This is an optimization exercise on Yosys and OpenROAD, whose aim is small area, a short achievable clock period and few clock cycles, not a production implementation.
Where RTL was checked, it was by simulation tests only, not by an equivalence proof against the original.
For runs 5 to 8, only the layout was checked, not whether the RTL still works.

===== flow/standard.sh =====
#!/bin/bash
# synth_recipe.tcl (not shown) runs the flow's synth.tcl, then flattens the netlist and writes it again
# the make line also repeats each setting of config.mk as NAME=value (left out here)
make -C /OpenROAD-flow-scripts/flow DESIGN_CONFIG=/design/flow/config.mk WORK_HOME=/design/flow/orfs CLKGATE_MAP_FILE= SYNTH_SCRIPT=/design/flow/synth_recipe.tcl "${@:-finish}"

===== flow/config.mk =====
export PLATFORM = sky130hd
export DESIGN_NAME = RISC_SPM
export DESIGN_NICKNAME = RISC_SPM
export VERILOG_FILES = /design/flow/design.v
export SDC_FILE = /design/flow/constraint.sdc
export NUM_CORES = 4
export LEC_CHECK = 0
export ABC_AREA = 1
export CAP_MARGIN = 20
export CORE_MARGIN = 2
export CORE_UTILIZATION = 75
export SETUP_SLACK_MARGIN = 2.2
export SLEW_MARGIN = 20

===== flow/design.v =====
module RISC_SPM (clk, rst, mem_rdata, mem_addr, mem_wdata, mem_we, halted);
  input        clk, rst;
  input  [7:0] mem_rdata;
  output [7:0] mem_addr, mem_wdata;
  output       mem_we;
  output       halted;
  reg [7:0] R0, R1, R2, R3;
  reg [7:0] PC, MA;
  reg [2:0] iop;          
  reg [3:0] srcv, dstv;   
  reg       sA, sB, sD;   
  reg       Z;
  reg       halted;
  wire i_add = (iop == 3'd1);
  wire i_sub = (iop == 3'd2);
  wire i_and = (iop == 3'd3);
  wire i_not = (iop == 3'd4);
  wire ex    = i_add | i_sub | i_and | i_not;
  wire [7:0] opA = {8{dstv[0]}} & R0 | {8{dstv[1]}} & R1 | {8{dstv[2]}} & R2 | {8{dstv[3]}} & R3;
  wire [7:0] opB = {8{srcv[0]}} & R0 | {8{srcv[1]}} & R1 | {8{srcv[2]}} & R2 | {8{srcv[3]}} & R3;
  wire [7:0] bx = opB ^ {8{i_sub}};
  wire [7:0] p0 = opA ^ bx;
  wire [7:0] g0 = opA & bx;
  wire [8:0] G0 = {g0, i_sub}, P0 = {p0, 1'b0};
  wire [8:0] G1, P1, G2, P2, G3;
  genvar k;
  generate
    for (k = 0; k < 9; k = k + 1) begin : ks
      if (k >= 1) begin : a1
        assign G1[k] = G0[k] | P0[k] & G0[k-1]; assign P1[k] = P0[k] & P0[k-1];
      end else begin : b1
        assign G1[k] = G0[k]; assign P1[k] = P0[k];
      end
      if (k >= 2) begin : a2
        assign G2[k] = G1[k] | P1[k] & G1[k-2]; assign P2[k] = P1[k] & P1[k-2];
      end else begin : b2
        assign G2[k] = G1[k]; assign P2[k] = P1[k];
      end
      if (k >= 4) begin : a3
        assign G3[k] = G2[k] | P2[k] & G2[k-4];
      end else begin : b3
        assign G3[k] = G2[k];
      end
    end
  endgenerate
  wire [7:0] sum = p0 ^ G3[7:0];
  reg [7:0] alu;
  always @* begin
    case (iop)
      3'd1, 3'd2: alu = sum;
      3'd3:       alu = opA & opB;
      default:    alu = ~opB;
    endcase
  end
  wire [7:0] axb  = opA ^ opB;
  wire [7:0] aob  = opA | opB;
  wire       zadd = ~|(axb ^ {aob[6:0], 1'b0});
  wire       zsub = ~|axb;
  wire       zand = ~|(opA & opB);
  wire       znot = &opB;
  reg        zt;
  always @* begin
    case (iop)
      3'd1:    zt = zadd;
      3'd2:    zt = zsub;
      3'd3:    zt = zand;
      default: zt = znot;
    endcase
  end
  wire fF = ~sA & ~sD & ~halted & (~sB | ~Z);
  wire bT = sB & Z;                                        
  wire [3:0] fo     = mem_rdata[7:4];
  wire       f_two  = ~fo[3] & fo[2] & (fo[1] | fo[0]);    
  wire       f_brz  = (fo == 4'd8);
  wire       f_halt = fo[3] & (|fo[2:0]);
  wire d_rd = sD & (iop == 3'd5);
  wire d_wr = sD & (iop == 3'd6);
  wire d_br = sD & ~iop[2] | sD & iop[1] & iop[0];       
  wire [6:0] hi1 = PC[7:1] + 7'd1;
  wire [7:0] PC1 = {PC[0] ? hi1 : PC[7:1], ~PC[0]};
  wire [7:0] PC2 = {hi1, PC[0]};
  wire [3:0] wa = {4{ex}} & dstv;
  wire [3:0] wr = {4{d_rd}} & dstv;
  always @(posedge clk or negedge rst)
    if (!rst) begin
      R0 <= 8'd0; R1 <= 8'd0; R2 <= 8'd0; R3 <= 8'd0;
    end else begin
      R0 <= wa[0] ? alu : wr[0] ? mem_rdata : R0;
      R1 <= wa[1] ? alu : wr[1] ? mem_rdata : R1;
      R2 <= wa[2] ? alu : wr[2] ? mem_rdata : R2;
      R3 <= wa[3] ? alu : wr[3] ? mem_rdata : R3;
    end
  always @(posedge clk or negedge rst)
    if (!rst) Z <= 1'b0;
    else if (ex) Z <= zt;
  always @(posedge clk or negedge rst)
    if (!rst) begin
      PC <= 8'd0; MA <= 8'd0; iop <= 3'd0; srcv <= 4'd0; dstv <= 4'd0;
      sA <= 1'b0; sB <= 1'b0; sD <= 1'b0; halted <= 1'b0;
    end else if (fF) begin
      iop  <= fo[2:0] & {3{~fo[3]}};    
      srcv <= 4'b1 << mem_rdata[3:2];
      dstv <= 4'b1 << mem_rdata[1:0];
      sB   <= 1'b0;
      if (f_halt) halted <= 1'b1;
      else begin
        MA <= PC1;
        PC <= f_brz ? PC2 : PC1;
        sA <= f_two;
        sB <= f_brz;
      end
    end else if (sA | bT) begin
      MA <= mem_rdata; sA <= 1'b0; sB <= 1'b0; sD <= 1'b1;
      if (sA) PC <= PC1;
    end else if (sD) begin
      sD <= 1'b0;
      if (d_br) begin MA <= mem_rdata; PC <= mem_rdata; end
      else MA <= PC;
    end
  assign mem_addr  = (sB & ~Z) ? PC : MA;
  assign mem_wdata = opB;
  assign mem_we    = d_wr;
endmodule

===== flow/flow/run.sh =====
#!/bin/bash
# The standard layout (standard.sh) with two changes:
#  - the port buffers are buf_2 cells instead of the delay cell the resizer
#    picks by default (every port still gets its buffer);
#  - Yosys's abc step runs with flow/abc.script (or yosys's own default abc
#    script if the file says "default") instead of ORFS's script.
# Everything else, registers included, is ORFS's standard synthesis and flow.
set -euo pipefail
here=$(pwd)
export BUFFER_PORTS_ARGS="-buffer_cell sky130_fd_sc_hd__buf_2"
export ADDER_MAP_FILE=
if [[ -f flow/abc.script ]]; then
  if grep -qx default flow/abc.script; then sc=default; else sc=$here/flow/abc.script; fi
  python3 - synth_recipe.tcl "$sc" <<'PY'
import sys
f, sc = sys.argv[1], sys.argv[2]
first, rest = open(f).read().split('\n', 1)
ov = """proc abc {args} {
  set i [lsearch -exact $args -script]
  if {$i >= 0} { set args [lreplace $args $i [expr {$i+1}]] }
  if {"%s" ne "default"} { set args [linsert $args 0 -script %s] }
  puts "abc override: $args"
  yosys abc {*}$args
}""" % (sc, sc)
open(f, 'w').write(first + '\n' + ov + '\n' + rest)
PY
fi
bash standard.sh finish > standard.log 2>&1

===== flow/constraint.sdc =====
create_clock -name core_clock -period 5.0 [get_ports {clk}]
set_input_delay 1.0000 -clock core_clock [delete_from_list [all_inputs] [get_ports {clk}]]
set_output_delay 1.0000 -clock core_clock [all_outputs]
set_load 0.01 [all_outputs]

==> results of run 1 <==
synth_stat cells, types with 4 or more instances:
cell type | instances | share of area, %
o221ai_1 | 5 | 0.88
nand3_1 | 44 | 4.4
o22ai_1 | 4 | 0.50
a21oi_1 | 29 | 2.9
buf_2 | 11 | 1.1
inv_1 | 78 | 5.9
o21ai_1 | 8 | 0.81
o21ai_0 | 49 | 4.9
nand2_2 | 17 | 2.1
o211ai_1 | 14 | 2.1
nand4_1 | 23 | 2.9
inv_2 | 8 | 0.60
nor2_1 | 68 | 5.1
nand2_1 | 322 | 24
xnor2_1 | 4 | 0.70
nand3_2 | 6 | 1.2
dfrtp_1 | 64 | 32
clkbuf_1 | 10 | 0.76
nor2_2 | 5 | 0.63
layout by cell type, fill, tap and decap left out, drive strengths merged, types with 4 or more instances in the layout:
| cell | instances |
|---|---|
| o22ai | 4 |
| nand2 | 342 |
| nand3 | 50 |
| o211ai | 14 |
| inv | 87 |
| nand4 | 23 |
| a21oi | 31 |
| o21ai | 58 |
| dfrtp | 64 |
| buf | 28 |
| nor2 | 74 |
| o221ai | 5 |
| xnor2 | 4 |
| clkbuf | 12 |
cell families (layout without fill, tap and decap cells):
| logic type | count (synthesis) | count (layout) | share of synthesized area (%) |
|---|---|---|---|
| AOI/OAI and AO/OA | 127 | 127 | 15.20 |
| and+or+nand+nor | 494 | 494 | 42.26 |
| DFF | 64 | 64 | 32.22 |
| buffers and inverters | 113 | 131 | 9.262 |
| xor gates and xnor gates | 6 | 6 | 1.057 |
timing repair:
| item | 4_1_cts | 5_1_grt |
|---|---|---|
| hold buffers | 0 | 0 |
| gates resized for setup | 1 | 6 |
| setup buffers | 0 | 0 |
| endpoints found under the setup margin | 5 | 9 |
| endpoints found under the hold margin | 0 | 0 |
cell type report:
cell class                 instances  area [um2]
clock buffer                      12       155.1
clock inverter                     4       51.30
fill                             449        1082
inverter                          87       336.6
multi-input combinational        627        2920
sequential                        64        1602
tap                               77       96.34
timing repair buffer              28       142.6
registers in the layout, indices dropped and copies added (netlist names):
signal,cells
MA,8
PC,8
R0,8
R1,8
R2,8
R3,8
Z,1
dstv,4
halted,1
iop,3
sA,1
sB,1
sD,1
srcv,4
worst max-delay path: stages, from the launching register on:
cell and delay, ns:
dfrtp_1 0.56, inv_1 0.17, o22ai_1 0.11, nor2_2 0.24, inv_1 0.12, buf_2 0.15
path summary, 6_finish.rpt:
| path | to | cells past startpoint | slack [ns] | start |
|---|---|---|---|---|
| max | mem_wdata[7] | 5 | 2.29 | srcv[0] |
| max reg2reg | R3[6] | 16 | 2.41 | iop[0] |
| max in group asynchronous | iop[2] | 2 | 3.47 | rst |
| min reg2reg | R1[7] | 2 | 0.50 | R1[7] |
| min | R1[7] | 2 | 0.50 | R1[7] |
| min in group asynchronous | R3[2] | 1 | 0.55 | rst |
metal layers:
metal | vias up | wire length, um
met3 | 109 | 1672
li1 | 2628 | -
met5 | - | 0
met1 | 2502 | 5634
met2 | 438 | 7109
met4 | 0 | 975
through the flow:
stage | util [%] | cell area (um2) | hold slack [ns]
after floorplan | - | 4971 | 0.4488
after global placement | 79.49 | 5076 | 0.4660
after detailed placement | 79.49 | 5076 | 0.4788
after CTS | 82.76 | 5285 | 0.4973
after global routing | 83.05 | 5304 | 0.5251
final | 83.05 | 5304 | 0.5024
==> run_results.csv, run 1 <==
group,metric,value,unit
synth,synth.ff_latch_count,64,
timing,setup_violations,0,
floorplan,ios,28,
placed_design,dp_worst_setup_slack,2.151,ns
critical_path,start_kind,"register",
timing,min_period,2.706,ns
synth,dominantRegCellSynth,"dfrtp_1",
final_layout,final_cell_count_no_fill,899,
timing,hold_violations,0,
synth,synthDistinctLibCells,41,
run_status,outcome,"finished clean",
final_layout,final_nets,827,
global_routing,gr-usage-met1,51.38,%
placed_design,placed_instances,883,
drt,routed-via-count,5677,
critical_path,setup.worst_path.class,"register to output pin",
timing,clock_skew,0.02059,ns
clocking,clockBufferDepth,2,
timing,tns_setup,0,ns
global_routing,grt_pass1_vias,5336,
critical_path,worst_ep_arrival_time,1.71,ns
clocking,clock_latency,0.36,ns
drt,drc_errors_left,0,
floorplan,rows,29,
synth,synth-edff-count,0,
timing,grt_setup_unrepaired,"false",
floorplan,die_x,85.41,um
critical_path,crit_path_end_kind,"output pin",
drt,vias_per_cell,6.315,
final_layout,antenna_cells,0,
critical_path,worstPathRequired,4.00,ns
floorplan,initial_core_util,77.84,%
hold_path,hp-class,"register to register",
synth,synthesis.area_per_instance,6.183,um2
drt,drt_first_pass_iters,6,
final_layout,drive_above_1_share,11.19,%
clocking,cts_sinks,64,
synth,ys_seq_area_share,32.22,%
clocking,cts_buffers,9,
timing,relSlewSlack,55.41,%
final_layout,area.growth.synth_to_final,6.695,%
drt,wl_per_cell,17.12,um
synth,post_synth_instance_area,4971,um2
floorplan,coreArea,6386,um2
global_routing,global_route_usage_over_all_layers,43.24,%
global_routing,top_usage_layer,"met2",
timing,worst-slew-pin-transition,0.6632,ns
global_routing,grt_remaining_overflow,0,
synth,synth_async_sr_flop_share,100.0,%
timing,drv_slew,0,
synth,synth-warning-count,1,
timing,post-route-worst-setup-slack,2.294,ns
timing,final_min_period_over_clock_period,54.12,%
drt,dr.first_iter.drc_count,744,
global_routing,grt.met3_usage,8.949,%
drt,drt.antenna.violating_nets,0,
global_routing,initial_antenna_violation_count,0,
run,cap_viol_max_count,0,
placed_design,place.port_buffers,27,
global_routing,met2_resource_use_gr,71.31,%
floorplan,die_y,85.41,um
synth,post_synth_inst_count,804,
global_routing,grt_start_max_net_pins,49,
global_routing,grt_first_pass_wirelength,24.81,mm
synth,synthesis.nets,814,
placed_design,gp_congestion,1.017,
clocking,number_of_h_tree_levels,3,
clocking,root_buffer,"clkbuf_8",
clocking,cts_tree,"done",
clocking,clk_transition_reported_paths,0.08,ns
placed_design,detailed_place_hpwl,10.91,mm
timing,max_clock_freq,0.3696,GHz
drt,postRouteWirelength,15.39,mm
floorplan,dieArea,7295,um2
critical_path,crit_path_max_fo,8,
Testbench counts, summed over its fixed seeds: cycles 39,150.
==> run 2: changes to the inputs <==
--- a/flow/flow/run.sh
+++ b/flow/flow/run.sh
@@ -8,7 +8,6 @@
 set -euo pipefail
 here=$(pwd)
 export BUFFER_PORTS_ARGS="-buffer_cell sky130_fd_sc_hd__buf_2"
-export ADDER_MAP_FILE=
 if [[ -f flow/abc.script ]]; then
   if grep -qx default flow/abc.script; then sc=default; else sc=$here/flow/abc.script; fi
   python3 - synth_recipe.tcl "$sc" <<'PY'
--- a/flow/config.mk
+++ b/flow/config.mk
@@ -9,5 +9,6 @@
 export CAP_MARGIN = 20
 export CORE_MARGIN = 2
 export CORE_UTILIZATION = 75
+export PLACE_DENSITY = 0.85
 export SETUP_SLACK_MARGIN = 2.2
 export SLEW_MARGIN = 20
==> run 2 against run 1 <==
  * Count of clock-buffer cells in the layout grew 1
  * Maximum frequency is 0.25% higher
  * Largest cell class unchanged
==> run_results.csv, run 2 <==
group,metric,value,unit
synth,synthesis.nets,736,
drt,postRouteWirelength,14.81,mm
synth,synth_async_sr_flop_share,100.0,%
drt,routed-via-count,5342,
floorplan,rows,29,
final_layout,layout_commonest_cell,"nand2_1",
critical_path,crit_path_end_kind,"output pin",
critical_path,rr_startpoint,"dstv[3]",
synth,synth-edff-count,0,
global_routing,grt_first_pass_wirelength,23.74,mm
critical_path,start_kind,"register",
synth,synth_area_leaders,"dfrtp_1 (33%), nand2_1 (14%), inv_1 (6.7%)",
critical_path,critical_path_cell_by_cell,"a22o_1 > nor2_1 > inv_1 > buf_2",
timing,hold_violations,0,
critical_path,worst_ep_arrival_time,1.70,ns
clocking,clockBufferDepth,2,
placed_design,detailed_place_hpwl,10.49,mm
hold_path,timing.hold.worst.start,"R1[6]",
clocking,cts_tree,"done",
floorplan,ios,28,
synth,synth_most_common_cell,"nand2_1",
timing,tns_setup,0,ns
synth,synthDistinctLibCells,45,
critical_path,worstPathRequired,4.00,ns
floorplan,coreArea,6314,um2
floorplan,die_y,84.53,um
global_routing,grt_remaining_overflow,0,
timing,worst-slew-pin-transition,0.8177,ns
timing,clock_skew,0.01210,ns
drt,vias_per_cell,6.611,
clocking,number_of_h_tree_levels,3,
timing,drv_slew,0,
global_routing,grt_start_max_net_pins,65,
clocking,root_buffer,"clkbuf_8",
run_status,outcome,"finished clean",
final_layout,drive_above_1_share,12.72,%
drt,drt_first_pass_iters,7,
synth,synth_top_cell_by_area,"dfrtp_1",
hold_path,hp-class,"register to register",
timing,min_period,2.699,ns
timing,relSlewSlack,45.48,%
timing,final_min_period_over_clock_period,53.98,%
critical_path,worst_path_max_delay_cell,"dfrtp_2",
placed_design,gp_congestion,1.027,
synth,synthesis.area_per_instance,6.918,um2
clocking,clock_latency,0.36,ns
critical_path,critical_path.startpoint,"srcv[2]",
drt,dr.first_iter.drc_count,707,
run,cap_viol_max_count,0,
global_routing,global_route_usage_over_all_layers,41.93,%
final_layout,final_nets,759,
clocking,clk_transition_reported_paths,0.07,ns
synth,post_synth_inst_count,703,
synth,dominantRegCellSynth,"dfrtp_1",
critical_path,path_delay_family,"flip-flops",
final_layout,antenna_cells,0,
synth,ys_seq_area_share,32.93,%
drt,drc_errors_left,0,
critical_path,setup.worst_path.class,"register to output pin",
clocking,cts_sinks,64,
floorplan,dieArea,7144,um2
drt,wl_per_cell,18.33,um
floorplan,initial_core_util,77.03,%
critical_path,crit_path_max_fo,7,
clocking,ctsHoldBuffers,0,
synth,synth-warning-count,1,
timing,setup_violations,0,
drt,drt.antenna.violating_nets,0,
floorplan,die_x,84.53,um
critical_path,worst-path-buf-inv,2,
global_routing,initial_antenna_violation_count,0,
final_layout,most-common-layout-cells,"nand2_1 (183), inv_1 (83), dfrtp_1 (61), nor2_1 (61), o21ai_0 (58)",
synth,synth.ff_latch_count,64,
synth,post_synth_instance_area,4863,um2
critical_path,max_stage_delay,0.49,ns
clocking,cts_buffers,9,
timing,grt_setup_unrepaired,"true",
final_layout,area.growth.synth_to_final,9.004,%
placed_design,place.port_buffers,27,
global_routing,grt_pass1_vias,4953,
synth,synth_largest_type_area_fraction,32.93,%
synth,synth_common_cells,"nand2_1 (183), inv_1 (87), nor2_1 (68)",
timing,max_clock_freq,0.3705,GHz
## run 2: cell count changes after synthesis, sizes merged, moves of 10 or more
cell,change
ha,+23
nand2,-154
nand3,-10
o21ai,+15
o22ai,+18
xor2,+15
nand4,-11
## run 2: path summary, 6_finish.rpt
kind	endpoint	slack (ns)	cells after the start
max	mem_wdata[6]	2.30	4
min	R1[6]	0.49	2
max reg2reg	R2[5]	2.34	16
min reg2reg	R1[6]	0.49	2
max in group asynchronous	srcv[2]	3.59	2
min in group asynchronous	R3[0]	0.82	2
## run 2: cell families after synthesis
family / Yosys count / synth area share (%)
buffers and inverters: 113 / 9.596
XOR/XNOR: 18 / 3.242
adder cells (fa/ha/maj): 23 / 5.917
multiplexers: 1 / 0.2058
flip-flops: 64 / 32.93
AO/OA/AOI/OAI: 155 / 19.19
AND/OR/NAND/NOR: 329 / 28.92
## run 2: stage by stage
step | util [%] | setup WS (ns) | hold WS, ns | instances | instance area (um2)
final | 83.97 | 2.301 | 0.4863 | 808 | 5301
after global routing | 83.97 | 2.190 | 0.4963 | 808 | 5301
after CTS | 82.90 | 2.227 | 0.4828 | 805 | 5234
after detailed placement | 79.05 | 2.119 | 0.4654 | 789 | 4991
after global placement | 79.05 | 2.228 | 0.4636 | 789 | 4991
after floorplan | - | 2.671 | 0.4488 | 703 | 4863
## run 2: layer usage
metal  part of all wire, %  global-route usage, %  up-vias
li1                      -                      -     2378
met1                    36                  51.70     2401
met2                    46                  69.08      452
met3                    11                  6.883      111
met4                   6.6                  25.25        0
met5                     0                      0        -
## run 2: cell type report
cell class | count | area, um2
sequential | 64 | 1605
multi-input combinational | 526 | 2846
fill | 418 | 1012
timing repair buffer | 31 | 165.2
clock buffer | 13 | 178.9
inverter | 94 | 362.8
tap | 77 | 96.34
clock inverter | 3 | 46.29
## run 2: tightest hold or removal path, cell delays in order (launching register included)
cell	delay (ns)
dfrtp_1	0.35
nand2_1	0.05
nand2_1	0.05
## run 2: what timing repair did
action | in CTS | in global routing
resized for setup | 6 | 15
setup buffers | 0 | 3
pin swaps | 0 | 2
endpoints found under the setup margin | 23 | 54
==> run 3: changes to the inputs <==
--- a/flow/config.mk
+++ b/flow/config.mk
@@ -9,6 +9,5 @@
 export CAP_MARGIN = 20
 export CORE_MARGIN = 2
 export CORE_UTILIZATION = 75
-export PLACE_DENSITY = 0.85
-export SETUP_SLACK_MARGIN = 2.2
+export SETUP_SLACK_MARGIN = 2.1
 export SLEW_MARGIN = 20
==> run 3 against run 2 <==
  * Critical endpoint is now mem_wdata[5]
  * Sequential share of layout area rose by 0.18 points
  * Register-to-register slack got worse by 0.07 ns
  * Synthesized area did not move
  * Wire length fell by 1.2%
  * Worst hold slack improved by 0.0016 ns
  * Critical path type unchanged
  * Final cell count fell by 0.37%
  * Highest routed layer unchanged
  * Utilization fell by 0.61 points
  * Largest cell class unchanged
  * Maximum frequency fell by 2.4%
  * Still clean on timing, DRC and antenna
  * Sequential cell count did not move
==> run_results.csv, run 3 <==
group,metric,value,unit
timing,setup_violations,0,
drt,routed-via-count,5281,
placed_design,detailed_place_hpwl,10.49,mm
timing,relSlewSlack,45.00,%
synth,synth-edff-count,0,
run_status,outcome,"finished clean",
final_layout,final_cell_count_no_fill,805,
clocking,cts_tree,"done",
drt,postRouteWirelength,14.63,mm
timing,max_clock_freq,0.3614,GHz
final_layout,antenna_cells,0,
critical_path,max_stage_delay,0.41,ns
timing,drv_slew,0,
critical_path,start_kind,"register",
final_layout,layout_commonest_cell,"nand2_1",
clocking,clock_latency,0.36,ns
critical_path,worst_ep_arrival_time,1.77,ns
final_layout,final_nets,756,
critical_path,crit_path_end_kind,"output pin",
run,cap_viol_max_count,0,
final_layout,regArea,1603,um2
global_routing,grt_pass1_vias,4954,
synth,ys_seq_area_share,32.93,%
synth,synth-warning-count,1,
timing,holdWs,0.4879,ns
placed_design,gp_congestion,1.027,
clocking,cts_buffers,9,
timing,clock_skew,0.01482,ns
synth,synth_async_sr_flop_share,100.0,%
placed_design,place.port_buffers,27,
timing,tns_setup,0,ns
clocking,root_buffer,"clkbuf_8",
global_routing,global_route_usage_over_all_layers,41.85,%
synth,dominantRegCellSynth,"dfrtp_1",
drt,drc_errors_left,0,
global_routing,initial_antenna_violation_count,0,
timing,final_min_period_over_clock_period,55.34,%
final_layout,drive_above_1_share,11.68,%
floorplan,dieArea,7144,um2
floorplan,die_x,84.53,um
final_layout,multi_input_comb_area,2833,um2
floorplan,coreArea,6314,um2
synth,synthesis.nets,736,
drt,drt_first_pass_iters,6,
synth,synthesis.area_per_instance,6.918,um2
clocking,clk_transition_reported_paths,0.07,ns
synth,post_synth_inst_count,703,
global_routing,grt_remaining_overflow,0,
floorplan,die_y,84.53,um
critical_path,worstPathRequired,4.00,ns
placed_design,placed_instances,789,
final_layout,area.growth.synth_to_final,8.207,%
floorplan,initial_core_util,77.03,%
timing,worst-slew-pin-transition,0.8250,ns
clocking,clockBufferDepth,2,
synth,synth.ff_latch_count,64,
synth,synth_largest_type_area_fraction,32.93,%
critical_path,setup.worst_path.class,"register to output pin",
synth,synth_top_cell_by_area,"dfrtp_1",
hold_path,hp-class,"register to register",
drt,vias_per_cell,6.560,
final_layout,most-common-layout-cells,"nand2_1 (183), inv_1 (83), dfrtp_1 (63), nor2_1 (63), o21ai_0 (58)",
final_layout,filler_cell_count,427,
clocking,cts_sinks,64,
timing,min_period,2.767,ns
synth,post_synth_instance_area,4863,um2
floorplan,rows,29,
clocking,number_of_h_tree_levels,3,
floorplan,ios,28,
clocking,ctsHoldBuffers,0,
global_routing,grt_first_pass_wirelength,23.67,mm
critical_path,worst_path_max_delay_cell,"dfrtp_1",
drt,dr.first_iter.drc_count,775,
critical_path,crit_path_max_fo,7,
synth,synth_common_cells,"nand2_1 (183), inv_1 (87), nor2_1 (68)",
critical_path,critical_path_cell_by_cell,"inv_2 > o22ai_1 > nor2_1 > inv_1 > buf_2",
synth,synthDistinctLibCells,45,
global_routing,grt_start_max_net_pins,65,
timing,hold_violations,0,
drt,wl_per_cell,18.17,um
synth,synth_area_leaders,"dfrtp_1 (33%), nand2_1 (14%), inv_1 (6.7%)",
synth,synth_most_common_cell,"nand2_1",
timing,grt_setup_unrepaired,"false",
drt,drt.antenna.violating_nets,0,
## run 3: cell counts after synthesis
Identical to the previous run, type by type.
## run 3: layout make-up
| class | count | share of cell area (%) |
|---|---|---|
| multi-input cells | 526 | 53.83 |
| flip-flops and latches | 64 | 30.46 |
| inverters | 94 | 6.895 |
| clock buffers | 13 | 3.400 |
| repair buffers | 28 | 2.710 |
| well taps | 77 | 1.831 |
| clock inverters | 3 | 0.8797 |
## run 3: cell families (layout without fill, tap and decap cells)
logic type / after synthesis / count (layout) / share of synthesized area, %
buffers and inverters: 113 / 138 / 9.596
flip-flops: 64 / 64 / 32.93
AND/OR/NAND/NOR: 329 / 329 / 28.92
multiplexers: 1 / 1 / 0.2058
XOR/XNOR: 18 / 18 / 3.242
AO/OA/AOI/OAI: 155 / 155 / 19.19
adder cells (fa/ha/maj): 23 / 23 / 5.917
## run 3: worst max-delay path: cells and delay by family (launching register included)
family,cells,cell delay (ns)
DFF,1,0.41
and+or+nand+nor,1,0.38
AOI/OAI and AO/OA,1,0.13
buffers and inverters,3,0.49
## run 3: per-stage QoR
step           util (%)  cell area (um2)  setup WS [ns]
6_report          83.35             5263          2.233
3_3_place_gp      79.05             4991          2.228
5_1_grt           83.35             5263          2.112
4_1_cts           82.70             5221          2.127
2_1_floorplan         -             4863          2.671
3_5_place_dp      79.05             4991          2.119
## run 3: final timing paths
| path | cells after the start | slack, ns | to | start |
|---|---|---|---|---|
| max | 5 | 2.23 | mem_wdata[5] | srcv[0] |
| min | 2 | 0.49 | R1[6] | R1[6] |
| max reg2reg | 16 | 2.27 | R2[5] | srcv[2] |
| min reg2reg | 2 | 0.49 | R1[6] | R1[6] |
| max in group asynchronous | 2 | 3.59 | srcv[3] | rst |
| min in group asynchronous | 2 | 0.82 | R3[0] | rst |
## run 3: layer usage
layer | share of wire, % | GRT usage (%)
met5 | 0 | 0
met3 | 10 | 6.785
met4 | 5.7 | 24.10
met2 | 47 | 69.51
met1 | 37 | 51.63
## run 3: what timing repair did
item / in CTS / in global routing
gates resized for setup: 1 / 14
setup buffers: 0 / 0
pin swaps: 0 / 0
endpoints found under the setup margin: 1 / 41
endpoints found under the hold margin: 0 / 0
==> run 4: changes to the inputs <==
--- a/flow/config.mk
+++ b/flow/config.mk
@@ -8,6 +8,7 @@
 export ABC_AREA = 1
 export CAP_MARGIN = 20
 export CORE_MARGIN = 2
-export CORE_UTILIZATION = 75
-export SETUP_SLACK_MARGIN = 2.1
+export CORE_UTILIZATION = 60
+export PLACE_DENSITY = 0.9
+export SETUP_SLACK_MARGIN = 2.2
 export SLEW_MARGIN = 20
==> run 4 against run 3 <==
  * Final cell count grew 3.7%
  * Synthesized cell count unchanged
  * Sequential cell count unchanged
  * Die area up 24%
  * Clock skew is 0.0050 ns lower
  * Worst hold slack worse by 0.0023 ns
  * Wire length is 1.4% lower
  * Largest cell class unchanged
  * Highest routed layer unchanged
==> run_results.csv, run 4 <==
group,metric,value,unit
run_status,outcome,"finished clean",
synth,synth-edff-count,0,
timing,min_period,2.728,ns
synth,yosys.area_share.xor_xnor,3.242,%
clocking,number_of_h_tree_levels,3,
final_layout,final_nets,761,
drt,routed-via-count,5174,
critical_path,max_stage_delay,0.49,ns
drt,drc_errors_left,0,
floorplan,ios,28,
critical_path,setup.worst_path.class,"register to register",
drt,drt_first_pass_iters,6,
final_layout,filler_cell_count,637,
floorplan,die_y,94.03,um
placed_design,gp_congestion,1.061,
critical_path,crit_path_max_fo,7,
timing,tns_setup,0,ns
clocking,cts_tree,"done",
placed_design,postPlaceCellArea,5022,um2
global_routing,grt_pass1_vias,4765,
drt,drt.antenna.violating_nets,0,
timing,setup_violations,0,
final_layout,area.growth.synth_to_final,9.159,%
drt,dr.first_iter.drc_count,622,
global_routing,global_route_usage_over_all_layers,33.98,%
final_layout,final_cell_count_no_fill,835,
synth,synth-warning-count,1,
synth,synth_largest_type_area_fraction,32.93,%
critical_path,worst_path_max_delay_cell,"dfrtp_2",
global_routing,initial_antenna_violation_count,0,
floorplan,rows,32,
run,cap_viol_max_count,0,
clocking,root_buffer,"clkbuf_8",
hold_path,hp-class,"register to register",
timing,max_clock_freq,0.3666,GHz
global_routing,grt_first_pass_wirelength,23.35,mm
clocking,clock_latency,0.36,ns
critical_path,critical_path_cell_by_cell,"buf_4 > a22o_1 > nor2_2 > xor2_1 > ha_1 > a21oi_2 > o21bai_1 > a21oi_1 > nand3_1 > nand3_2 > nand4_1 > nand2_1 > nand2_1",
synth,synth_fa_ha_area_share,5.917,%
final_layout,finalInstanceArea,5309,um2
placed_design,placed_instances,814,
synth,synth.ff_latch_count,64,
synth,post_synth_mux_area_share,0.2058,%
critical_path,crit_path_end_kind,"register",
timing,clock_skew,0.009842,ns
critical_path,start_kind,"register",
synth,post_synth_instance_area,4863,um2
floorplan,coreArea,7807,um2
clocking,clockBufferDepth,2,
synth,synthesis.nets,736,
critical_path,worstPathRequired,5.25,ns
critical_path,worst_ep_arrival_time,2.97,ns
clocking,cts_sinks,64,
floorplan,initial_core_util,62.29,%
synth,largest_family_of_logic_cells_by_synthesized_area,"simple AND/OR/NAND/NOR gates",
global_routing,grt_start_max_net_pins,65,
critical_path,worst_path_most_repeated_cell,"nand2_1",
drt,wl_per_cell,17.27,um
final_layout,layout_commonest_cell,"nand2_1",
synth,synthDistinctLibCells,45,
timing,final_min_period_over_clock_period,54.55,%
synth,synth_top_cell_by_area,"dfrtp_1",
synth,synth_common_cells,"nand2_1 (183), inv_1 (87), nor2_1 (68)",
synth,post_synth_inst_count,703,
final_layout,drive_above_1_share,12.82,%
synth,synth-compound-area-share,19.19,%
final_layout,antenna_cells,0,
clocking,cts_buffers,9,
synth,dominantRegCellSynth,"dfrtp_1",
drt,postRouteWirelength,14.42,mm
placed_design,place.port_buffers,27,
final_layout,most-common-layout-cells,"nand2_1 (183), inv_1 (82), nor2_1 (62)",
placed_design,dp_worst_setup_slack,2.031,ns
clocking,clk_transition_reported_paths,0.07,ns
synth,synth_most_common_cell,"nand2_1",
timing,relSlewSlack,44.53,%
timing,worst-slew-pin-transition,0.8320,ns
synth,synth_async_sr_flop_share,100.0,%
timing,post-route-worst-setup-slack,2.272,ns
timing,hold_violations,0,
synth,ys_seq_area_share,32.93,%
final_layout,final_util,68.00,%
synth,synthesis.area_per_instance,6.918,um2
timing,drv_slew,0,
placed_design,detailed_place_hpwl,10.36,mm
floorplan,die_x,94.03,um
global_routing,grt_remaining_overflow,0,
synth,synth_area_leaders,"dfrtp_1 (33%), nand2_1 (14%), inv_1 (6.7%)",
floorplan,dieArea,8842,um2
timing,grt_setup_unrepaired,"true",
synth,synth_simple_gate_area_share,28.92,%
drt,vias_per_cell,6.196,
## run 4: cell count changes in the layout (fill, tap and decap cells not counted), moves of 2 or more
cell and delta:
clkbuf_1 +3, nor2_2 +2, dfrtp_2 +3, buf_4 +5, a21oi_1 -2, clkbuf_8 -2, a21oi_2 +2, inv_2 +2
dfrtp_1 -3, clkinvlp_4 -2
## run 4: stage by stage
step                      hold slack [ns]
after floorplan                    0.4488
after global placement             0.4663
after detailed placement           0.4702
after CTS                          0.4885
after global routing               0.5127
final                              0.4856
## run 4: what timing repair did
action                                  4_1_cts  5_1_grt
pin swaps                                     0        5
setup buffers                                 0        5
hold buffers                                  0        0
gates resized for setup                       2       19
endpoints found under the setup margin       22       39
## run 4: worst paths after layout
kind	startpoint	endpoint	slack, ns	cells after the start
max in group asynchronous	rst	dstv[2]	3.59	2
worst min register to register	R1[5]	R1[5]	0.49	2
worst min-delay path	R1[5]	R1[5]	0.49	2
worst max-delay path	srcv[2]	R1[7]	2.27	13
min in group asynchronous	rst	PC[2]	0.83	2
worst max register to register	srcv[2]	R1[7]	2.27	13
## run 4: layout make-up
type	instances	area [um2]	area share, %
Multi-Input combinational cell	526	2838	53.45
Timing Repair Buffer	33	180.2	3.394
Inverter	94	356.6	6.717
Clock buffer	14	162.7	3.064
Tap cell	102	127.6	2.404
Clock inverter	2	37.54	0.7070
Sequential cell	64	1607	30.26
## run 4: worst max-delay path: cells and delay by family, from the launching register on
family	cells	cell delay [ns]
AOI/OAI and AO/OA	4	0.76
and+or+nand+nor	6	0.73
DFF	1	0.49
adders and majority gates	1	0.39
buffers and inverters	1	0.16
xor gates and xnor gates	1	0.11
## run 4: kinds of logic after synthesis
logic type | after synthesis
compound gates | 155
xor+xnor | 18
fa+ha+maj | 23
buf+inv | 113
flops | 64
mux | 1
simple gates | 329
## run 4: layer usage
| metal | track usage, % | part of all wire (%) |
|---|---|---|
| met1 | 44.57 | 38 |
| met2 | 53.27 | 46 |
| met3 | 6.340 | 11 |
| met4 | 18.12 | 5.1 |
| met5 | 0 | 0 |
==> run 5: changes to the inputs <==
--- a/flow/design.v
+++ b/flow/design.v
@@ -93,22 +93,22 @@
   always @(posedge clk or negedge rst)
     if (!rst) Z <= 1'b0;
     else if (ex) Z <= zt;
+  always @(posedge clk)
+    if (fF) begin
+      srcv <= 4'b1 << mem_rdata[3:2];
+      dstv <= 4'b1 << mem_rdata[1:0];
+    end
   always @(posedge clk or negedge rst)
     if (!rst) begin
-      PC <= 8'd0; MA <= 8'd0; iop <= 3'd0; srcv <= 4'd0; dstv <= 4'd0;
+      PC <= 8'd0; MA <= 8'd0; iop <= 3'd0;
       sA <= 1'b0; sB <= 1'b0; sD <= 1'b0; halted <= 1'b0;
     end else if (fF) begin
       iop  <= fo[2:0] & {3{~fo[3]}};    
-      srcv <= 4'b1 << mem_rdata[3:2];
-      dstv <= 4'b1 << mem_rdata[1:0];
-      sB   <= 1'b0;
-      if (f_halt) halted <= 1'b1;
-      else begin
-        MA <= PC1;
-        PC <= f_brz ? PC2 : PC1;
-        sA <= f_two;
-        sB <= f_brz;
-      end
+      halted <= f_halt;
+      MA <= PC1;
+      PC <= f_brz ? PC2 : PC1;
+      sA <= f_two;
+      sB <= f_brz;
     end else if (sA | bT) begin
       MA <= mem_rdata; sA <= 1'b0; sB <= 1'b0; sD <= 1'b1;
       if (sA) PC <= PC1;
--- a/flow/config.mk
+++ b/flow/config.mk
@@ -8,7 +8,6 @@
 export ABC_AREA = 1
 export CAP_MARGIN = 20
 export CORE_MARGIN = 2
-export CORE_UTILIZATION = 60
-export PLACE_DENSITY = 0.9
+export CORE_UTILIZATION = 75
 export SETUP_SLACK_MARGIN = 2.2
 export SLEW_MARGIN = 20
==> run 5 against run 4 <==
  * Synthesized area rose by 0.10%
  * Wire length rose by 0.96%
  * Critical path type is now register to output pin
  * Sequential share of layout area rose by 0.70 points
==> run_results.csv, run 5 <==
group,metric,value,unit
run_status,outcome,"finished clean",
timing,worst-slew-pin-transition,0.7382,ns
synth,post_synth_inst_count,695,
floorplan,coreArea,6314,um2
final_layout,antenna_cells,0,
final_layout,regArea,1642,um2
final_layout,layout_commonest_cell,"nand2_1",
timing,hold_violations,0,
final_layout,final_cell_count_no_fill,809,
clocking,cts_tree,"done",
synth,synth_async_sr_flop_share,87.50,%
synth,synth_common_cells,"nand2_1 (186), inv_1 (89), nor2_1 (76)",
drt,drc_errors_left,0,
synth,dominantRegCellSynth,"dfrtp_1",
critical_path,setup.worst_path.class,"register to output pin",
synth,ys_seq_area_share,33.72,%
global_routing,grt_first_pass_wirelength,23.14,mm
placed_design,placed_instances,785,
drt,wl_per_cell,18.00,um
critical_path,worst_path_max_delay_cell,"edfxtp_1",
global_routing,grt_start_max_net_pins,57,
final_layout,area.growth.synth_to_final,8.892,%
floorplan,rows,29,
clocking,number_of_h_tree_levels,3,
final_layout,drive_above_1_share,11.61,%
global_routing,grt_pass1_vias,4780,
critical_path,crit_path_end_kind,"output pin",
floorplan,die_x,84.57,um
critical_path,worst_path_most_repeated_cell,"inv_1",
drt,drt_first_pass_iters,6,
timing,final_min_period_over_clock_period,55.21,%
synth,synthDistinctLibCells,47,
critical_path,max_stage_delay,0.54,ns
final_layout,most-common-layout-cells,"nand2_1 (186), inv_1 (85), nor2_1 (72)",
critical_path,crit_path_max_fo,7,
critical_path,start_kind,"register",
synth,synth_area_leaders,"dfrtp_1 (29%), nand2_1 (14%), inv_1 (6.9%)",
final_layout,multi_input_comb_area,2790,um2
clocking,ctsHoldBuffers,0,
final_layout,final_nets,760,
final_layout,filler_cell_count,412,
floorplan,dieArea,7152,um2
global_routing,initial_antenna_violation_count,0,
clocking,cts_buffers,9,
synth,synth_most_common_cell,"nand2_1",
run,cap_viol_max_count,0,
synth,synth-edff-count,8,
timing,min_period,2.761,ns
drt,vias_per_cell,6.487,
timing,setup_violations,0,
drt,drt.antenna.violating_nets,0,
drt,routed-via-count,5248,
timing,clock_skew,0.009677,ns
clocking,cts_sinks,64,
global_routing,global_route_usage_over_all_layers,41.07,%
final_layout,final_util,83.97,%
critical_path,worst_ep_arrival_time,1.76,ns
clocking,clockBufferDepth,2,
critical_path,critical_path_cell_by_cell,"inv_1 > o22ai_1 > nor2_1 > inv_1 > buf_2",
clocking,clock_latency,0.35,ns
drt,postRouteWirelength,14.56,mm
floorplan,initial_core_util,77.11,%
clocking,clk_transition_reported_paths,0.07,ns
global_routing,grt_remaining_overflow,0,
drt,dr.first_iter.drc_count,783,
placed_design,place.port_buffers,27,
critical_path,worstPathRequired,4.00,ns
timing,max_clock_freq,0.3622,GHz
placed_design,postPlaceCellArea,5011,um2
synth,synth.ff_latch_count,64,
synth,synth_top_cell_by_area,"dfrtp_1",
timing,relSlewSlack,50.79,%
synth,synthesis.nets,728,
placed_design,gp_congestion,0.9884,
timing,tns_setup,0,ns
floorplan,ios,28,
synth,synth-warning-count,1,
timing,drv_slew,0,
synth,synthesis.area_per_instance,7.005,um2
timing,grt_setup_unrepaired,"false",
clocking,root_buffer,"clkbuf_8",
hold_path,hp-class,"register to register",
floorplan,die_y,84.57,um
placed_design,detailed_place_hpwl,10.51,mm
final_layout,finalInstanceArea,5301,um2
synth,synth_largest_type_area_fraction,28.78,%
synth,post_synth_instance_area,4868,um2
==> run 5: changes by cell type after synthesis, moves of 6 or more <==
cell and change:
dfrtp_1 -8, edfxtp_1 +8, nand4_1 -6, nor2_1 +8, o211ai_1 +8, o21ai_1 -6, o22ai_1 -7
==> run 5: layout make-up <==
class                           instances  share of cell area, %
Inverter                               96                  7.010
Clock buffer                           13                  2.997
Multi-Input combinational cell        520                  52.63
Sequential cell                        64                  30.97
Tap cell                               77                  1.817
Timing Repair Buffer                   36                  3.823
Clock inverter                          3                 0.7553
==> run 5: final timing paths <==
path	start	end	slack [ns]	depth (start not counted)
worst max-delay path	srcv[3]	mem_wdata[2]	2.24	5
worst min-delay path	R1[4]	R1[4]	0.48	2
worst max register to register	srcv[3]	R0[3]	2.27	14
worst min register to register	R1[4]	R1[4]	0.48	2
max in group asynchronous	rst	R3[6]	3.72	2
min in group asynchronous	rst	PC[2]	0.77	2
==> run 5: through the flow <==
step                hold slack, ns  worst slack [ns]
finish                      0.4842             2.239
CTS                         0.4839             2.219
global route                0.5100             2.186
global placement            0.4638             2.027
floorplan                   0.4488             2.772
detailed placement          0.4681             1.783
==> run 5: per-layer routing <==
layer,vias up,GRT usage [%],share of wire [%]
met2,430,61.06,44
met1,2381,58.05,40
met3,76,11.70,13
li1,2361,-,-
met5,-,0,0
met4,0,14.43,3.5
==> run 5: cells by family (layout without fill, tap and decap cells) <==
logic type / count (synthesis) / count (layout) / synth area share [%]
compound gates: 149 / 149 / 18.86
xor+xnor: 16 / 16 / 2.879
fa+ha+maj: 23 / 23 / 5.911
buf+inv: 111 / 148 / 9.535
flops: 64 / 64 / 33.72
simple gates: 332 / 332 / 29.09
==> run 5: worst max-delay path, delay by kind of cell, from the launching register on <==
family | cells | cell delay [ns]
DFF | 1 | 0.54
and+or+nand+nor | 1 | 0.31
AOI/OAI and AO/OA | 1 | 0.09
buffers and inverters | 3 | 0.47
==> run 5: repair_timing <==
action                                  CTS  global route
gates resized for setup                   3            13
pin swaps                                 0             2
setup buffers                             0             8
cloned                                    0             0
endpoints found under the setup margin   25            27
==> run 6: changes to the inputs <==
--- a/flow/config.mk
+++ b/flow/config.mk
@@ -9,5 +9,6 @@
 export CAP_MARGIN = 20
 export CORE_MARGIN = 2
 export CORE_UTILIZATION = 75
+export CTS_BUF_LIST = sky130_fd_sc_hd__clkbuf_4
 export SETUP_SLACK_MARGIN = 2.2
 export SLEW_MARGIN = 20
==> run 6 against run 5 <==
  * Highest routed layer unchanged
  * Via count is 0.59% lower
  * Still clean
  * Global-route usage decreased by 0.33 points
  * Register-to-register slack better by 0.06 ns
  * Critical endpoint unchanged
  * Synthesized area did not move
==> run_results.csv, run 6 <==
group,metric,value,unit
floorplan,coreArea,6314,um2
hold_path,hp-class,"register to register",
synth,synth_most_common_cell,"nand2_1",
final_layout,drive_above_1_share,12.64,%
timing,tns_setup,0,ns
timing,final_min_period_over_clock_period,55.15,%
placed_design,dp_worst_setup_slack,1.783,ns
synth,synth_async_sr_flop_share,87.50,%
synth,synth_area_leaders,"dfrtp_1 (29%), nand2_1 (14%), inv_1 (6.9%)",
synth,synth-edff-count,8,
global_routing,global_route_usage_over_all_layers,40.73,%
drt,postRouteWirelength,14.62,mm
clocking,clk_transition_reported_paths,0.11,ns
critical_path,crit_path_max_fo,7,
timing,max_clock_freq,0.3627,GHz
drt,drc_errors_left,0,
drt,routed-via-count,5217,
synth,synth_largest_type_area_fraction,28.78,%
clocking,number_of_h_tree_levels,3,
final_layout,final_nets,764,
synth,post_synth_instance_area,4868,um2
critical_path,crit_path_end_kind,"output pin",
timing,post-route-worst-setup-slack,2.243,ns
global_routing,grt_remaining_overflow,0,
run_status,outcome,"finished clean",
global_routing,grt_start_max_net_pins,57,
synth,synth.ff_latch_count,64,
timing,grt_setup_unrepaired,"true",
critical_path,setup.worst_path.class,"register to output pin",
clocking,root_buffer,"clkbuf_4",
clocking,cts_buffers,9,
timing,drv_slew,0,
critical_path,worst_ep_arrival_time,1.76,ns
floorplan,initial_core_util,77.11,%
critical_path,worst_r2r_endpoint,"R1[6]",
synth,post_synth_inst_count,695,
drt,drt_first_pass_iters,9,
synth,synth_top_cell_by_area,"dfrtp_1",
drt,drt.antenna.violating_nets,0,
floorplan,die_y,84.57,um
timing,holdWs,0.4932,ns
clocking,clock_latency,0.43,ns
clocking,cts_sinks,64,
critical_path,start_kind,"register",
timing,worst-slew-pin-transition,0.7368,ns
drt,wl_per_cell,17.99,um
placed_design,gp_congestion,0.9884,
critical_path,worstPathRequired,4.00,ns
hold_path,hold_path_end,"R1[4]",
timing,clock_skew,0.01333,ns
hold_path,holdPathStages,2,
final_layout,area.growth.synth_to_final,8.301,%
run,cap_viol_max_count,0,
clocking,ctsHoldBuffers,0,
synth,ys_seq_area_share,33.72,%
critical_path,rr_startpoint,"srcv[3]",
drt,vias_per_cell,6.417,
floorplan,rows,29,
placed_design,detailed_place_hpwl,10.51,mm
synth,synthesis.nets,728,
timing,setup_violations,0,
floorplan,ios,28,
floorplan,die_x,84.57,um
hold_path,timing.hold.worst.start,"R1[4]",
final_layout,layout_commonest_cell,"nand2_1",
final_layout,filler_cell_count,417,
drt,dr.first_iter.drc_count,737,
synth,synth_common_cells,"nand2_1 (186), inv_1 (89), nor2_1 (76)",
timing,hold_violations,0,
global_routing,grt_pass1_vias,4757,
synth,synthDistinctLibCells,47,
synth,synth-warning-count,1,
clocking,clockBufferDepth,2,
critical_path,depth_of_the_worst_register_to_register_path,11,
global_routing,initial_antenna_violation_count,0,
final_layout,most-common-layout-cells,"nand2_1 (185), inv_1 (84), nor2_1 (70)",
timing,min_period,2.757,ns
clocking,cts_tree,"done",
synth,dominantRegCellSynth,"dfrtp_1",
timing,relSlewSlack,50.88,%
placed_design,place.port_buffers,27,
global_routing,grt_first_pass_wirelength,22.88,mm
final_layout,antenna_cells,0,
floorplan,dieArea,7152,um2
critical_path,ff2ff_setup_slack,2.33,ns
synth,synthesis.area_per_instance,7.005,um2
[run 6: cell count changes in the layout (fill, tap and decap cells not counted), moves of 2 or more]
cell,delta
o21ai_0,+3
clkbuf_1,-2
clkbuf_8,-11
o21ai_1,-3
nor2_1,-2
clkinv_1,+2
buf_4,+3
clkbuf_4,+11
[run 6: worst max-delay path by stage]
stage | start | endpoint | slack, ns | depth (start not counted)
6_report | srcv[3] | mem_wdata[2] | 2.24 | 5
5_1_grt | srcv[3] | mem_wdata[7] | 2.16 | 4
4_1_cts | srcv[0] | mem_wdata[2] | 2.25 | 5
3_5_place_dp | Z | PC[1] | 1.78 | 7
3_3_place_gp | Z | PC[1] | 2.03 | 7
2_1_floorplan | iop[2] | R2[4] | 2.77 | 13
[run 6: per-layer routing]
layer  track usage [%]  up-vias  share of wire, %
met1             57.21     2332                40
met2             60.13      434                43
li1                  -     2371                 -
met3             12.39       80                14
met5                 0        -                 0
met4             14.86        0               3.8
[run 6: layout make-up]
class	count	area [um2]	area share, %
inverters	96	371.6	7.048
multi-input cells	520	2803	53.16
repair buffers	40	230.2	4.366
clock inverters	5	47.55	0.9018
clock buffers	11	82.58	1.566
well taps	77	96.34	1.827
flip-flops and latches	64	1642	31.13
[run 6: per-stage QoR]
step | utilization, % | area (um2) | std cells
floorplan | - | 4868 | 695
global placement | 79.37 | 5011 | 785
detailed placement | 79.37 | 5011 | 785
CTS | 81.89 | 5170 | 801
global route | 83.51 | 5273 | 813
finish | 83.51 | 5273 | 813
[run 6: worst max-delay path: stages (launching register included)]
cell,delay [ns]
edfxtp_1,0.56
inv_1,0.16
o22ai_1,0.10
nor2_2,0.22
inv_1,0.13
buf_2,0.16
[run 6: logic make-up (layout without fill, tap and decap cells)]
| group | count (synthesis) | after routing | share of synthesized area [%] |
|---|---|---|---|
| compound gates | 149 | 149 | 18.86 |
| simple gates | 332 | 332 | 29.09 |
| xor+xnor | 16 | 16 | 2.879 |
| fa+ha+maj | 23 | 23 | 5.911 |
| buf+inv | 111 | 152 | 9.535 |
| flops | 64 | 64 | 33.72 |
[run 6: what timing repair did]
| action | in CTS | in global routing |
|---|---|---|
| endpoints found under the setup margin | 31 | 29 |
| resized for setup | 9 | 9 |
| setup buffers | 0 | 12 |
| cloned | 0 | 0 |
| pin swaps | 0 | 2 |
==> run 7: changes to the inputs <==
--- a/flow/flow/run.sh
+++ b/flow/flow/run.sh
@@ -8,6 +8,7 @@
 set -euo pipefail
 here=$(pwd)
 export BUFFER_PORTS_ARGS="-buffer_cell sky130_fd_sc_hd__buf_2"
+export RECOVER_POWER=50
 if [[ -f flow/abc.script ]]; then
   if grep -qx default flow/abc.script; then sc=default; else sc=$here/flow/abc.script; fi
   python3 - synth_recipe.tcl "$sc" <<'PY'
==> run 7 against run 6 <==
  * First-iteration DRC count is 0.95% lower
  * Sequential cell count stayed put
  * Still clean on timing, DRC and antenna
  * Non-clock buffer count stayed put
  * Die area stayed put
  * Maximum frequency is 19% lower
  * Critical path depth is 3 higher
  * Worst setup slack worse by 0.64 ns
  * Register-to-register slack worse by 0.72 ns
  * Count of clock-buffer cells in the layout stayed put
  * Highest routed layer unchanged
  * Synthesized area stayed put
  * Worst hold slack hardly changed
==> run_results.csv, run 7 <==
group,metric,value,unit
synth,synth_largest_type_area_fraction,28.78,%
timing,worst-slew-pin-transition,1.314,ns
synth,synth_top_cell_by_area,"dfrtp_1",
timing,post-route-worst-setup-slack,1.605,ns
floorplan,initial_core_util,77.11,%
timing,grt_setup_unrepaired,"true",
global_routing,grt_start_max_net_pins,57,
critical_path,ff2ff_setup_slack,1.61,ns
synth,synthDistinctLibCells,47,
drt,dr.first_iter.drc_count,730,
synth,synth-edff-count,8,
synth,synth.ff_latch_count,64,
floorplan,rows,29,
critical_path,path_delay_family,"simple AND/OR/NAND/NOR gates",
hold_path,timing.hold.worst.start,"R1[4]",
synth,synth-warning-count,1,
critical_path,worstPathRequired,5.31,ns
clocking,cts_tree,"done",
run_status,outcome,"finished clean",
drt,vias_per_cell,6.458,
synth,post_synth_inst_count,695,
global_routing,grt_first_pass_wirelength,22.88,mm
global_routing,grt_pass1_vias,4757,
timing,hold_violations,0,
critical_path,setup.worst_path.class,"register to register",
timing,setup_violations,0,
placed_design,gp_congestion,0.9884,
clocking,clock_latency,0.43,ns
global_routing,grt.met3_usage,12.39,%
critical_path,max_stage_delay,0.98,ns
timing,final_min_period_over_clock_period,67.90,%
final_layout,final_nets,764,
critical_path,start_kind,"register",
critical_path,worst-path-buf-inv,2,
hold_path,hold_path_end,"R1[4]",
final_layout,most-common-layout-cells,"nand2_1 (185), inv_1 (84), nor2_1 (72)",
synth,post_synth_instance_area,4868,um2
floorplan,die_x,84.57,um
clocking,clockBufferDepth,2,
synth,synth_common_cells,"nand2_1 (186), inv_1 (89), nor2_1 (76)",
drt,wl_per_cell,17.96,um
critical_path,worst_ep_arrival_time,3.70,ns
drt,drt_first_pass_iters,7,
placed_design,dp_worst_setup_slack,1.783,ns
final_layout,layout_commonest_cell,"nand2_1",
drt,drt.antenna.violating_nets,0,
synth,ys_seq_area_share,33.72,%
hold_path,holdPathStages,2,
floorplan,die_y,84.57,um
critical_path,worst_r2r_endpoint,"PC[0]",
critical_path,worst_path_max_delay_cell,"nor2_1",
drt,postRouteWirelength,14.61,mm
global_routing,met2_resource_use_gr,60.13,%
floorplan,coreArea,6314,um2
global_routing,grt_remaining_overflow,0,
synth,synthesis.nets,728,
synth,synth_area_leaders,"dfrtp_1 (29%), nand2_1 (14%), inv_1 (6.9%)",
clocking,number_of_h_tree_levels,3,
timing,min_period,3.395,ns
floorplan,ios,28,
hold_path,hp-class,"register to register",
global_routing,initial_antenna_violation_count,0,
run,cap_viol_max_count,0,
timing,drv_slew,0,
global_routing,gr-usage-met1,57.21,%
critical_path,crit_path_max_fo,23,
placed_design,place.port_buffers,27,
final_layout,antenna_cells,0,
synth,synthesis.area_per_instance,7.005,um2
final_layout,filler_cell_count,422,
final_layout,area.growth.synth_to_final,7.607,%
critical_path,crit_path_end_kind,"register",
final_layout,drive_above_1_share,11.55,%
critical_path,worst_path_most_repeated_cell,"nor2_1",
timing,tns_setup,0,ns
global_routing,top_usage_layer,"met2",
global_routing,global_route_usage_over_all_layers,40.73,%
clocking,cts_sinks,64,
timing,clock_skew,0.01736,ns
timing,max_clock_freq,0.2946,GHz
clocking,ctsHoldBuffers,0,
timing,relSlewSlack,12.09,%
critical_path,depth_of_the_worst_register_to_register_path,8,
drt,drc_errors_left,0,
critical_path,critical_path_cell_by_cell,"nand2_1 > inv_1 > nor2_1 > nand3_2 > clkinvlp_4 > nor2_1 > nor3_1 > a21oi_1",
synth,synth_async_sr_flop_share,87.50,%
clocking,root_buffer,"clkbuf_4",
synth,synth_most_common_cell,"nand2_1",
synth,dominantRegCellSynth,"dfrtp_1",
clocking,clk_transition_reported_paths,0.12,ns
placed_design,detailed_place_hpwl,10.51,mm
drt,routed-via-count,5250,
floorplan,dieArea,7152,um2
critical_path,rr_startpoint,"sB",
clocking,cts_buffers,9,
-- run 7: cell counts after synthesis --
Identical to the previous run, type by type.
-- run 7: routing by layer --
metal	share of wire (%)	up-vias
met2	43	428
met3	13	84
li1	-	2376
met5	0	-
met1	40	2362
met4	3.9	0
-- run 7: kinds of logic (layout without fill, tap and decap cells) --
family / after synthesis / count (layout) / synth area share (%)
fa+ha+maj: 23 / 23 / 5.911
xor+xnor: 16 / 16 / 2.879
compound gates: 149 / 149 / 18.86
simple gates: 332 / 332 / 29.09
buf+inv: 111 / 152 / 9.535
flops: 64 / 64 / 33.72
-- run 7: through the flow --
stage | area (um2) | hold slack (ns) | cells | utilization (%)
after floorplan | 4868 | 0.4488 | 695 | -
after global placement | 5011 | 0.4638 | 785 | 79.37
after detailed placement | 5011 | 0.4681 | 785 | 79.37
after CTS | 5170 | 0.4916 | 801 | 81.89
after global routing | 5239 | 0.5182 | 813 | 82.98
final | 5239 | 0.4931 | 813 | 82.98
-- run 7: how the worst max path moves through the flow --
stage,start,to,slack [ns],cells past startpoint
after floorplan,iop[2],R2[4],2.77,13
final,sB,PC[0],1.61,8
after global routing,sB,PC[0],1.33,9
after global placement,Z,PC[1],2.03,7
after detailed placement,Z,PC[1],1.78,7
after CTS,srcv[0],mem_wdata[2],2.25,5
-- run 7: layout make-up --
| class | instances | area (um2) | share of cell area, % |
|---|---|---|---|
| repair buffers | 40 | 225.2 | 4.299 |
| clock buffers | 11 | 82.58 | 1.576 |
| flip-flops and latches | 64 | 1642 | 31.34 |
| clock inverters | 5 | 47.55 | 0.9076 |
| well taps | 77 | 96.34 | 1.839 |
| inverters | 96 | 371.6 | 7.093 |
| multi-input cells | 520 | 2774 | 52.95 |
-- run 7: what timing repair did --
item                                    4_1_cts  5_1_grt
buffers inserted                              0       12
endpoints found under the setup margin       31       29
pin swaps                                     0        2
gates resized for setup                       9        9
-- run 7: worst reg2reg max path, cell delays in order, from the launching register on --
cell	delay, ns
dfrtp_1	0.41
nand2_1	0.12
inv_1	0.06
nor2_1	0.98
nand3_2	0.77
clkinvlp_4	0.62
nor2_1	0.09
nor3_1	0.14
a21oi_1	0.07
==> run 8: changes to the inputs <==
--- a/flow/flow/run.sh
+++ b/flow/flow/run.sh
@@ -8,7 +8,6 @@
 set -euo pipefail
 here=$(pwd)
 export BUFFER_PORTS_ARGS="-buffer_cell sky130_fd_sc_hd__buf_2"
-export RECOVER_POWER=50
 if [[ -f flow/abc.script ]]; then
   if grep -qx default flow/abc.script; then sc=default; else sc=$here/flow/abc.script; fi
   python3 - synth_recipe.tcl "$sc" <<'PY'
--- a/flow/config.mk
+++ b/flow/config.mk
@@ -9,6 +9,5 @@
 export CAP_MARGIN = 20
 export CORE_MARGIN = 2
 export CORE_UTILIZATION = 75
-export CTS_BUF_LIST = sky130_fd_sc_hd__clkbuf_4
-export SETUP_SLACK_MARGIN = 2.2
+export SETUP_SLACK_MARGIN = 2.4
 export SLEW_MARGIN = 20
==> run 8 against run 7 <==
  * Maximum frequency increased by 19%
  * Clock skew decreased by 0.0059 ns
  * Global-route usage increased by 1.5 points
  * Sequential cell count unchanged
  * Design area increased by 8.0%
  * Critical path depth increased by 6
  * Final cell count increased by 2.1%
  * Register-to-register slack improved by 0.55 ns
==> run_results.csv, run 8 <==
group,metric,value,unit
run_status,outcome,"finished clean",
final_layout,final_util,89.66,%
drt,wl_per_cell,22.11,um
drt,drt.antenna.violating_nets,0,
clocking,number_of_h_tree_levels,3,
timing,hold_violations,0,
drt,vias_per_cell,7.088,
synth,synth_largest_type_area_fraction,28.78,%
global_routing,grt_first_pass_wirelength,23.80,mm
final_layout,final_cell_count_no_fill,830,
final_layout,drive_above_1_share,18.86,%
drt,dr.first_iter.drc_count,1161,
floorplan,initial_core_util,77.11,%
timing,drv_slew,0,
drt,drt_first_pass_iters,10,
global_routing,grt_pass1_vias,4916,
critical_path,worstPathRequired,5.23,ns
clocking,ctsHoldBuffers,0,
final_layout,most-common-layout-cells,"nand2_1 (180), inv_1 (78), nor2_1 (66)",
synth,ys_seq_area_share,33.72,%
synth,synth_top_cell_by_area,"dfrtp_1",
critical_path,worst_ep_arrival_time,3.08,ns
critical_path,start_kind,"register",
clocking,clock_latency,0.36,ns
final_layout,regArea,1642,um2
timing,holdWs,0.4843,ns
global_routing,grt_remaining_overflow,0,
floorplan,coreArea,6314,um2
global_routing,grt_start_max_net_pins,57,
timing,setup_violations,0,
placed_design,place.port_buffers,27,
final_layout,layout_commonest_cell,"nand2_1",
synth,synth_common_cells,"nand2_1 (186), inv_1 (89), nor2_1 (76)",
floorplan,die_y,84.57,um
final_layout,final_nets,781,
clocking,cts_tree,"done",
placed_design,detailed_place_hpwl,10.51,mm
critical_path,setup.worst_path.class,"register to register",
floorplan,rows,29,
critical_path,crit_path_end_kind,"register",
global_routing,initial_antenna_violation_count,1,
final_layout,antenna_cells,0,
synth,synth-warning-count,1,
critical_path,crit_path_max_fo,4,
global_routing,global_route_usage_over_all_layers,42.28,%
clocking,root_buffer,"clkbuf_8",
timing,worst-slew-pin-transition,0.7311,ns
synth,synth_area_leaders,"dfrtp_1 (29%), nand2_1 (14%), inv_1 (6.9%)",
floorplan,dieArea,7152,um2
final_layout,multi_input_comb_area,2958,um2
clocking,clockBufferDepth,2,
synth,post_synth_inst_count,695,
synth,synth_most_common_cell,"nand2_1",
floorplan,ios,28,
synth,synthesis.area_per_instance,7.005,um2
hold_path,hp-class,"register to register",
final_layout,area.growth.synth_to_final,16.27,%
floorplan,die_x,84.57,um
clocking,cts_sinks,64,
synth,synthDistinctLibCells,47,
placed_design,gp_congestion,0.9884,
synth,synth.ff_latch_count,64,
timing,clock_skew,0.01145,ns
placed_design,placed_instances,785,
clocking,cts_buffers,9,
synth,synth-edff-count,8,
synth,synth_async_sr_flop_share,87.50,%
timing,relSlewSlack,51.26,%
timing,tns_setup,0,ns
-- run 8: cell types whose count changed in the layout (fill, tap and decap cells not counted), moves of 6 or more --
cell	previous run	this run
nand3_1	38	32
clkbuf_8	0	11
inv_1	84	78
o21ai_0	55	49
nor2_1	72	66
buf_4	12	28
clkbuf_4	11	0
-- run 8: path summary, 6_finish.rpt --
check | from | to | slack (ns) | cells past startpoint
setup / recovery | srcv[0] | R2[6] | 2.15 | 14
hold / removal | R1[4] | R1[4] | 0.48 | 2
setup reg to reg | srcv[0] | R2[6] | 2.15 | 14
hold reg to reg | R1[4] | R1[4] | 0.48 | 2
max in group asynchronous | rst | iop[0] | 3.74 | 2
min in group asynchronous | rst | MA[3] | 0.78 | 2
-- run 8: what timing repair did --
| action | 4_1_cts | 5_1_grt |
|---|---|---|
| gates resized for setup | 15 | 57 |
| endpoints found under the setup margin | 58 | 34 |
| pin swaps | 2 | 22 |
| buffers inserted | 8 | 21 |
| endpoints found under the hold margin | 0 | 0 |
-- run 8: layout make-up --
type / instances / share of cell area, %
multi-input cells: 520 / 52.25
well taps: 77 / 1.702
inverters: 96 / 6.698
clock buffers: 13 / 2.807
clock inverters: 3 / 0.7073
flip-flops and latches: 64 / 29.00
repair buffers: 57 / 6.830
-- run 8: layer usage --
| metal | share of wire, % | global-route usage (%) | vias to the layer above | wire (um) |
|---|---|---|---|---|
| met5 | 0 | 0 | - | 0 |
| met4 | 8.9 | 15.01 | 0 | 1628 |
| met3 | 15 | 10.62 | 217 | 2809 |
| met2 | 43 | 64.21 | 665 | 7804 |
| met1 | 33 | 59.41 | 2591 | 6110 |
| li1 | - | - | 2410 | - |
-- run 8: through the flow --
step	setup WS, ns
2_1_floorplan	2.772
3_3_place_gp	2.027
3_5_place_dp	1.783
4_1_cts	2.389
5_1_grt	2.055
6_report	2.151
-- run 8: worst max-delay path, stage by stage, from the launching register on --
cell and delay (ns):
edfxtp_1 0.50, nand2_1 0.12, nand2_1 0.12, nor2_2 0.27, xor2_1 0.13, ha_1 0.37, nand2_1 0.10, o21ai_2 0.25
nand4_1 0.18, nand2_1 0.11, nand2_1 0.07, nand3_2 0.13, nand2_4 0.10, o21ai_1 0.17, nand2_1 0.10
-- run 8: kinds of logic after synthesis --
group           Yosys count  synth area share, %
fa+ha+maj                23                5.911
xor+xnor                 16                2.879
simple gates            332                29.09
flops                    64                33.72
buf+inv                 111                9.535
compound gates          149                18.86

==> port drivers added, routing unchanged <==
How much do the figures lean on ideal ports? The routed layouts below were timed once more, with nothing changed but the port constraints.
Step 1 (the two cells are an assumption about what drives the block):
set clk [get_ports {clk}]
set_driving_cell -lib_cell sky130_fd_sc_hd__clkbuf_16 $clk
set_driving_cell -lib_cell sky130_fd_sc_hd__buf_2 [delete_from_list [all_inputs] $clk]
Step 2 also shifts input and output timing later by t, the mid clock arrival at the registers, as if the neighbouring blocks saw the same clock.
Three values: ideal ports, drivers, drivers and shift; two values: the first two.
run	t (ns)	setup slack, ns	slew at the worst register clock pin (ns)
run 1	0.381	2.294 / 2.262 / 2.309	0.09 / 0.09
run 2	0.387	2.301 / 2.270 / 2.302	0.08 / 0.08
run 3	0.387	2.233 / 2.202 / 2.263	0.08 / 0.08
run 4	0.384	2.272 / 2.256 / 2.272	0.08 / 0.08
run 5	0.383	2.239 / 2.206 / 2.273	0.07 / 0.07
run 6	0.450	2.243 / 2.213 / 2.331	0.11 / 0.11
run 7	0.455	1.605 / 1.605 / 1.605	0.12 / 0.12
run 8	0.385	2.151 / 2.151 / 2.151	0.08 / 0.08
After both steps every run listed still meets setup and hold.
